This design comes from an exercise in tuning for small area on the open sky130 flow, not from production work. At most, simulation tests tie the RTL to the original design; equivalence was not proved. No driver is modelled on the clock port, so clocking that relies on it looks cheaper here than on a real chip. Power and IR drop assume default switching activity.

==> module apb_controller, before the edit <==
module apb_controller(hclk, hresetn, hwrite, haddr, hwdata, valid,
                      pwrite, penable, psel, paddr, pwdata, hr_readyout);
  input        hclk, hresetn, hwrite, valid;
  input  [31:0] haddr, hwdata;
  output       pwrite, penable;
  output reg   hr_readyout;
  output [2:0] psel;
  output reg [31:0] paddr, pwdata;
  localparam ST_IDLE     = 3'b000,
             ST_READ     = 3'b001,
             ST_WWAIT    = 3'b010,
             ST_WRITE    = 3'b011,
             ST_RENABLE  = 3'b100,
             ST_WENABLE  = 3'b101,
             ST_WRITEP   = 3'b110,
             ST_WENABLEP = 3'b111;
  reg [2:0]  st, nst;
  reg [31:0] a1, a2;
  reg        w1, w2, b1, z, zz, psel_en;
  wire s_idle  = (st == ST_IDLE);
  wire s_read  = (st == ST_READ);
  wire s_ren   = (st == ST_RENABLE);
  wire s_wwait = (st == ST_WWAIT);
  wire s_write = (st == ST_WRITE);
  wire s_wen   = (st == ST_WENABLE);
  wire s_wp    = (st == ST_WRITEP);
  wire s_wenp  = (st == ST_WENABLEP);
  wire s_idl   = s_idle | s_ren;      
  wire rd = valid & ~hwrite;
  wire wr = valid &  hwrite;
  always @(*) begin
    case (st)
      ST_IDLE, ST_RENABLE, ST_WENABLE:
                   nst = wr ? ST_WWAIT : (rd ? ST_READ : ST_IDLE);
      ST_READ:     nst = ST_RENABLE;
      ST_WWAIT:    nst = valid ? ST_WRITEP : ST_WRITE;
      ST_WRITE:    nst = valid ? ST_WENABLEP : ST_WENABLE;
      ST_WRITEP:   nst = ST_WENABLEP;
      default:     nst = ~w2 ? ST_READ :
                         (valid & w1) ? ST_WRITEP :
                         ~valid ? ST_WRITE : ST_IDLE;
    endcase
  end
  wire big    = hwrite & b1;
  wire holdA2 = (s_wwait & valid & big) |
                (s_wenp & (~w2 | (valid ? big : ~w1)));
  wire selA  = s_idl;
  wire sel1  = (s_read & ~w1) | s_wwait | s_wen;
  wire sel2  = ((s_read & w1) | s_write | s_wp | s_wenp) & ~zz;
  wire ldD = ~(s_write | s_wp | (s_wenp & valid & ~w1));
  always @(posedge hclk) begin
    z  <= ~hresetn;
    a1 <= haddr;
    if (!holdA2) begin
      a2 <= a1;
      zz <= z;
    end
    w1 <= hwrite;
    w2 <= w1;
    b1 <= |hwdata[31:8];
    paddr  <= ({32{selA}} & haddr) | ({32{sel1}} & a1) | ({32{sel2}} & a2);
    if (ldD) pwdata <= hwdata;
  end
  always @(posedge hclk) begin
    if (!hresetn) begin
      st          <= ST_IDLE;
      psel_en     <= 1'b0;
      hr_readyout <= 1'b1;
    end else begin
      st          <= nst;
      psel_en     <= (s_idl & rd) | (s_wen & wr) | ~(s_idl | s_wen);
      hr_readyout <= s_read | s_write |
                     (s_idl & ~rd) |
                     ((s_wwait | s_wen) & ~valid) |
                     (s_wp & w1) |
                     (s_wenp & ~valid & w2);
    end
  end
  wire [2:0] sel1dec;
  ahb_decode dec1(.addr(a1), .sel(sel1dec));
  assign psel    = psel_en ? sel1dec : 3'b000;
  assign penable = s_ren | s_wen | s_wenp;
  assign pwrite  = ~(s_read | s_ren) & (~s_wwait | w2);
endmodule
clock: 4.0 ns
lec_check: 0
cap_margin: 0
core_margin: 2
core_utilization: 65
slew_margin: 0
standard.sh (not shown) runs the stock make flow with config.mk's settings and CLKGATE_MAP_FILE= SYNTH_SCRIPT=/design/flow/synth_recipe.tcl, a recipe that flattens the netlist after the stock synthesis.
==> flow/flow/run.sh <==
#!/bin/bash
# Own layout flow. Steps, each tool's full output in a log file here:
#  1. the standard synthesis (standard.sh synth)            -> flow_synth.log
#  2. area re-mapping of the combinational cells of that netlist
#     with Yosys/ABC (flow/remap_abc.script); the registers, their
#     names and cell types are kept as instances, untouched        -> flow_remap.log
#  3. the rest of the standard layout (standard.sh finish), with
#     - port buffers of the smallest buffer cell (buf_1),
#     - the clock tree built by flow/clock_tree.tcl (ORFS's
#       PRE_CTS_TCL hook): register clock pins grouped by position,
#       one leaf buffer per group; TritonCTS skips it,
#     - an area recovery pass after CTS (flow/downsize.tcl, ORFS's
#       POST_CTS_TCL hook) that gives cells which repair enlarged the
#       smallest size that keeps slew, capacitance and timing clean -> flow_make.log
set -euo pipefail
W=$PWD
RES=$W/orfs/results/$FLOW_PLATFORM/bridge_top/base
LIB=$FLOW_HOME/platforms/$FLOW_PLATFORM/lib/sky130_fd_sc_hd__tt_025C_1v80.lib
YOSYS=$FLOW_HOME/../tools/install/yosys/bin/yosys
[[ -x $YOSYS ]] || YOSYS=yosys
CTS_LEAF=${OWN_CTS_LEAF:-sky130_fd_sc_hd__clkbuf_16}
CTS_ROOT=${OWN_CTS_ROOT:-none}
CTS_MAX=${OWN_CTS_MAX_SINKS:-36}

bash standard.sh synth > flow_synth.log 2>&1

cp $RES/1_2_yosys.v $W/standard_1_2_yosys.v
DONT=""
for c in sky130_fd_sc_hd__probe_p_8 sky130_fd_sc_hd__probec_p_8 \
         $(grep -o 'cell *( *"\?sky130_fd_sc_hd__lpflow_[a-z0-9_]*' $LIB | grep -o 'sky130_fd_sc_hd__lpflow_[a-z0-9_]*' | sort -u); do
  DONT="$DONT -dont_use $c"
done
cat > $W/remap.ys <<YS
read_liberty -ignore_miss_func $LIB
setattr -mod -set keep_hierarchy 1 sky130_fd_sc_hd__dfxtp_1 sky130_fd_sc_hd__edfxtp_1 sky130_fd_sc_hd__conb_1
read_verilog $W/standard_1_2_yosys.v
hierarchy -top $FLOW_TOP
flatten
opt -purge $FLOW_TOP
abc -liberty $LIB -script $W/flow/remap_abc.script $DONT $FLOW_TOP
opt_clean -purge $FLOW_TOP
cd $FLOW_TOP
rename -hide w:* i:* %d o:* %d
insbuf -buf sky130_fd_sc_hd__buf_4 A X
opt_clean -purge
cd
select -assert-none $FLOW_TOP/t:\$*
select $FLOW_TOP
write_verilog -selected -noattr -nohex -nodec $W/remapped_1_2_yosys.v
YS
$YOSYS -l flow_remap.log -q $W/remap.ys
cp $W/remapped_1_2_yosys.v $RES/1_2_yosys.v

bash standard.sh BUFFER_PORTS_ARGS="-buffer_cell sky130_fd_sc_hd__buf_1" \
  PRE_CTS_TCL="$W/flow/clock_tree.tcl" POST_CTS_TCL="$W/flow/downsize.tcl" \
  OWN_CTS_LEAF=$CTS_LEAF \
  OWN_CTS_ROOT=$CTS_ROOT OWN_CTS_MAX_SINKS=$CTS_MAX finish > flow_make.log 2>&1
Other scripts of this flow, unchanged in this note and not shown: flow/flow/clock_tree.tcl, flow/flow/downsize.tcl, flow/flow/remap_abc.script
Edit:
--- a/flow/design.v
+++ b/flow/design.v
@@ -19,19 +19,19 @@
   input  [31:0] haddr, hwdata;
   output       pwrite, penable;
   output reg   hr_readyout;
   output [2:0] psel;
   output reg [31:0] paddr, pwdata;
   localparam ST_IDLE     = 3'b000,
-             ST_READ     = 3'b001,
-             ST_WWAIT    = 3'b010,
-             ST_WRITE    = 3'b011,
-             ST_RENABLE  = 3'b100,
-             ST_WENABLE  = 3'b101,
-             ST_WRITEP   = 3'b110,
-             ST_WENABLEP = 3'b111;
+             ST_READ     = 3'b111,
+             ST_WWAIT    = 3'b011,
+             ST_WRITE    = 3'b101,
+             ST_RENABLE  = 3'b001,
+             ST_WENABLE  = 3'b110,
+             ST_WRITEP   = 3'b100,
+             ST_WENABLEP = 3'b010;
   reg [2:0]  st, nst;
   reg [31:0] a1, a2;
   reg        w1, w2, b1, z, zz, psel_en;
   wire s_idle  = (st == ST_IDLE);
   wire s_read  = (st == ST_READ);
   wire s_ren   = (st == ST_RENABLE);
Outcome:
- global-route usage rose by 1.7 points
- flip-flop and latch count is unchanged
- worst setup slack gets worse by 0.19 ns
- utilization came out higher by 0.19 points
- total power grows by about 1.6%
- clock skew rises by 0.0094 ns
- sequential power stays flat
- first-iteration DRC count went up by about 40%
- final cell count decreases by about 0.6%
- cell area falls by 0.30%
- via count fell by 2.2%
- die area goes down by 0.35%
For the second run of this note, only the layout was checked, not whether the RTL still works.

---

Another version of the RTL of bridge_top (not shown whole).
Size: about 300 cells after synthesis, about 210 I/O pins, ~4400 µm² of cells after synthesis.
==> module apb_controller, before the edit <==
module apb_controller(hclk, hresetn, hwrite, haddr, hwdata, valid,
                      pwrite, penable, psel, paddr, pwdata, hr_readyout);
  input        hclk, hresetn, hwrite, valid;
  input  [31:0] haddr, hwdata;
  output       pwrite, penable;
  output reg   hr_readyout;
  output [2:0] psel;
  output reg [31:0] paddr, pwdata;
  localparam ST_IDLE     = 3'b000,
             ST_READ     = 3'b111,
             ST_WWAIT    = 3'b011,
             ST_WRITE    = 3'b100,
             ST_RENABLE  = 3'b101,
             ST_WENABLE  = 3'b010,
             ST_WRITEP   = 3'b110,
             ST_WENABLEP = 3'b001;
  reg [2:0]  st, nst;
  reg [31:0] a1, a2;
  reg        w1, w2, b1, z, zz, psel_en;
  wire s_idle  = (st == ST_IDLE);
  wire s_read  = (st == ST_READ);
  wire s_ren   = (st == ST_RENABLE);
  wire s_wwait = (st == ST_WWAIT);
  wire s_write = (st == ST_WRITE);
  wire s_wen   = (st == ST_WENABLE);
  wire s_wp    = (st == ST_WRITEP);
  wire s_wenp  = (st == ST_WENABLEP);
  wire s_idl   = s_idle | s_ren;      
  wire rd = valid & ~hwrite;
  wire wr = valid &  hwrite;
  always @(*) begin
    case (st)
      ST_IDLE, ST_RENABLE, ST_WENABLE:
                   nst = wr ? ST_WWAIT : (rd ? ST_READ : ST_IDLE);
      ST_READ:     nst = ST_RENABLE;
      ST_WWAIT:    nst = valid ? ST_WRITEP : ST_WRITE;
      ST_WRITE:    nst = valid ? ST_WENABLEP : ST_WENABLE;
      ST_WRITEP:   nst = ST_WENABLEP;
      default:     nst = ~w2 ? ST_READ :
                         (valid & w1) ? ST_WRITEP :
                         ~valid ? ST_WRITE : ST_IDLE;
    endcase
  end
  wire big    = hwrite & b1;
  wire holdA2 = (s_wwait & valid & big) |
                (s_wenp & (~w2 | (valid ? big : ~w1)));
  wire selA  = s_idl;
  wire sel1  = (s_read & ~w1) | s_wwait | s_wen;
  wire sel2  = ((s_read & w1) | s_write | s_wp | s_wenp) & ~zz;
  wire ldD = ~(s_write | s_wp | (s_wenp & valid & ~w1));
  always @(posedge hclk) begin
    z  <= ~hresetn;
    a1 <= haddr;
    if (!holdA2) begin
      a2 <= a1;
      zz <= z;
    end
    w1 <= hwrite;
    w2 <= w1;
    b1 <= |hwdata[31:8];
    paddr  <= ({32{selA}} & haddr) | ({32{sel1}} & a1) | ({32{sel2}} & a2);
    if (ldD) pwdata <= hwdata;
  end
  always @(posedge hclk) begin
    if (!hresetn) begin
      st          <= ST_IDLE;
      psel_en     <= 1'b0;
      hr_readyout <= 1'b1;
    end else begin
      st          <= nst;
      psel_en     <= (s_idl & rd) | (s_wen & wr) | ~(s_idl | s_wen);
      hr_readyout <= s_read | s_write |
                     (s_idl & ~rd) |
                     ((s_wwait | s_wen) & ~valid) |
                     (s_wp & w1) |
                     (s_wenp & ~valid & w2);
    end
  end
  wire [2:0] sel1dec;
  ahb_decode dec1(.addr(a1), .sel(sel1dec));
  assign psel    = psel_en ? sel1dec : 3'b000;
  assign penable = s_ren | s_wen | s_wenp;
  assign pwrite  = ~(s_read | s_ren) & (~s_wwait | w2);
endmodule
Settings: LEC_CHECK=0, CAP_MARGIN=0, CORE_MARGIN=2, CORE_UTILIZATION=65, SLEW_MARGIN=0; clock period 4.0 ns.
==> flow/flow/run.sh <==
#!/bin/bash
# Own layout flow. Steps, each tool's full output in a log file here:
#  1. the standard synthesis (standard.sh synth)            -> flow_synth.log
#  2. area re-mapping of the combinational cells of that netlist
#     with Yosys/ABC (flow/remap_abc.script); the registers, their
#     names and cell types are kept as instances, untouched        -> flow_remap.log
#  3. the rest of the standard layout (standard.sh finish), with
#     - port buffers of the smallest buffer cell (buf_1),
#     - an area recovery pass after CTS (flow/downsize.tcl, ORFS's
#       POST_CTS_TCL hook) that gives cells which repair enlarged the
#       smallest size that keeps slew, capacitance and timing clean -> flow_make.log
set -euo pipefail
W=$PWD
RES=$W/orfs/results/$FLOW_PLATFORM/bridge_top/base
LIB=$FLOW_HOME/platforms/$FLOW_PLATFORM/lib/sky130_fd_sc_hd__tt_025C_1v80.lib
YOSYS=$FLOW_HOME/../tools/install/yosys/bin/yosys
[[ -x $YOSYS ]] || YOSYS=yosys

bash standard.sh synth > flow_synth.log 2>&1

cp $RES/1_2_yosys.v $W/standard_1_2_yosys.v
DONT=""
for c in sky130_fd_sc_hd__probe_p_8 sky130_fd_sc_hd__probec_p_8 \
         $(grep -o 'cell *( *"\?sky130_fd_sc_hd__lpflow_[a-z0-9_]*' $LIB | grep -o 'sky130_fd_sc_hd__lpflow_[a-z0-9_]*' | sort -u); do
  DONT="$DONT -dont_use $c"
done
cat > $W/remap.ys <<YS
read_liberty -ignore_miss_func $LIB
setattr -mod -set keep_hierarchy 1 sky130_fd_sc_hd__dfxtp_1 sky130_fd_sc_hd__edfxtp_1 sky130_fd_sc_hd__conb_1
read_verilog $W/standard_1_2_yosys.v
hierarchy -top $FLOW_TOP
flatten
opt -purge $FLOW_TOP
abc -liberty $LIB -script $W/flow/remap_abc.script $DONT $FLOW_TOP
opt_clean -purge $FLOW_TOP
cd $FLOW_TOP
rename -hide w:* i:* %d o:* %d
insbuf -buf sky130_fd_sc_hd__buf_4 A X
opt_clean -purge
cd
select -assert-none $FLOW_TOP/t:\$*
select $FLOW_TOP
write_verilog -selected -noattr -nohex -nodec $W/remapped_1_2_yosys.v
YS
$YOSYS -l flow_remap.log -q $W/remap.ys
cp $W/remapped_1_2_yosys.v $RES/1_2_yosys.v

layout() { # leaf cell, root cell, max sinks per leaf, log
  bash standard.sh BUFFER_PORTS_ARGS="-buffer_cell sky130_fd_sc_hd__buf_1" \
    PRE_CTS_TCL="$W/flow/clock_tree.tcl" POST_CTS_TCL="$W/flow/downsize.tcl" \
    OWN_CTS_LEAF=$1 OWN_CTS_ROOT=$2 OWN_CTS_MAX_SINKS=$3 finish > $4 2>&1
}
slew() { # worst register clock-pin slew of the final layout, in ns
  OWN_LIB=$LIB OWN_RES=$RES openroad -no_init -exit $W/flow/clock_slew.tcl > $1 2>&1 || true
  awk '/^worst_clock_pin_slew/ {print $2}' $1
}

layout sky130_fd_sc_hd__clkbuf_16 none 36 flow_make.log
s=$(slew flow_slew.log)
if awk -v s="$s" 'BEGIN {exit !(s == "" || s > 0.122)}'; then
  rm -f $RES/4_* $RES/5_* $RES/6_* $W/out/final.def
  layout sky130_fd_sc_hd__clkbuf_16 sky130_fd_sc_hd__clkbuf_8 28 flow_make_retry.log
  slew flow_slew_retry.log > /dev/null || true
fi
Other scripts of this flow, unchanged in this note and not shown: flow/flow/clock_slew.tcl, flow/flow/clock_tree.tcl, flow/flow/downsize.tcl, flow/flow/remap_abc.script
==> next run, changes <==
--- a/flow/design.v
+++ b/flow/design.v
@@ -19,19 +19,19 @@
   input  [31:0] haddr, hwdata;
   output       pwrite, penable;
   output reg   hr_readyout;
   output [2:0] psel;
   output reg [31:0] paddr, pwdata;
   localparam ST_IDLE     = 3'b000,
-             ST_READ     = 3'b111,
-             ST_WWAIT    = 3'b011,
-             ST_WRITE    = 3'b100,
-             ST_RENABLE  = 3'b101,
+             ST_READ     = 3'b011,
+             ST_WWAIT    = 3'b111,
+             ST_WRITE    = 3'b101,
+             ST_RENABLE  = 3'b100,
              ST_WENABLE  = 3'b010,
-             ST_WRITEP   = 3'b110,
-             ST_WENABLEP = 3'b001;
+             ST_WRITEP   = 3'b001,
+             ST_WENABLEP = 3'b110;
   reg [2:0]  st, nst;
   reg [31:0] a1, a2;
   reg        w1, w2, b1, z, zz, psel_en;
   wire s_idle  = (st == ST_IDLE);
   wire s_read  = (st == ST_READ);
   wire s_ren   = (st == ST_RENABLE);
After rerunning: Routed wire length is higher by about 3.2%. Final area is higher by 0.94%. First-iteration DRC count is lower by 2.4%. Global-route usage is higher by 0.99 points. Utilization is higher by 0.69 points. Setup slack loses 0.20 ns. Hold slack gains 0.0061 ns. Sequential power barely changes. Clock power is higher by about 20%. Sequential share of layout area is lower by 0.65 points. Die area barely changes. Maximum frequency is lower by 6.3%. Combinational power is lower by about 6%. Critical path depth is unchanged.
No run of this note included a check of the RTL's function; only the layout flow was run.

[separate check: timing with driven ports]
In the flow no input, the clock included, has a driving cell. The finished layouts below were timed again as built, in two steps. Step 1: set_driving_cell puts a clkbuf_16 on hclk and a buf_2 on each other input, an assumption about the parent block. Step 2 adds t to the input delays and takes it off the output delays; t is the mean of the earliest and latest rising clock arrival at the registers after step 1. Input paths then give back, and output paths get back, about the clock's delay inside the block. Slacks: ideal ports / drivers / drivers and shift; pairs: ideal ports / drivers.
run	t (ns)	setup slack, ns	latest minus earliest clock arrival (ns)
the first run of note 1	0.251	0.829 / 0.829 / 0.829	0.007 / 0.007
the second run of note 1	0.248	0.637 / 0.637 / 0.637	0.015 / 0.015
the first run of note 2	0.249	1.004 / 1.004 / 0.971	0.010 / 0.010
the second run of note 2	0.406	0.801 / 0.801 / 0.801	0.008 / 0.008
After both steps setup and hold are still met in every run listed. For the first run of note 2, which loses most, drivers alone change the setup slack by 0.000 ns; drivers and shift together by -0.033 ns.
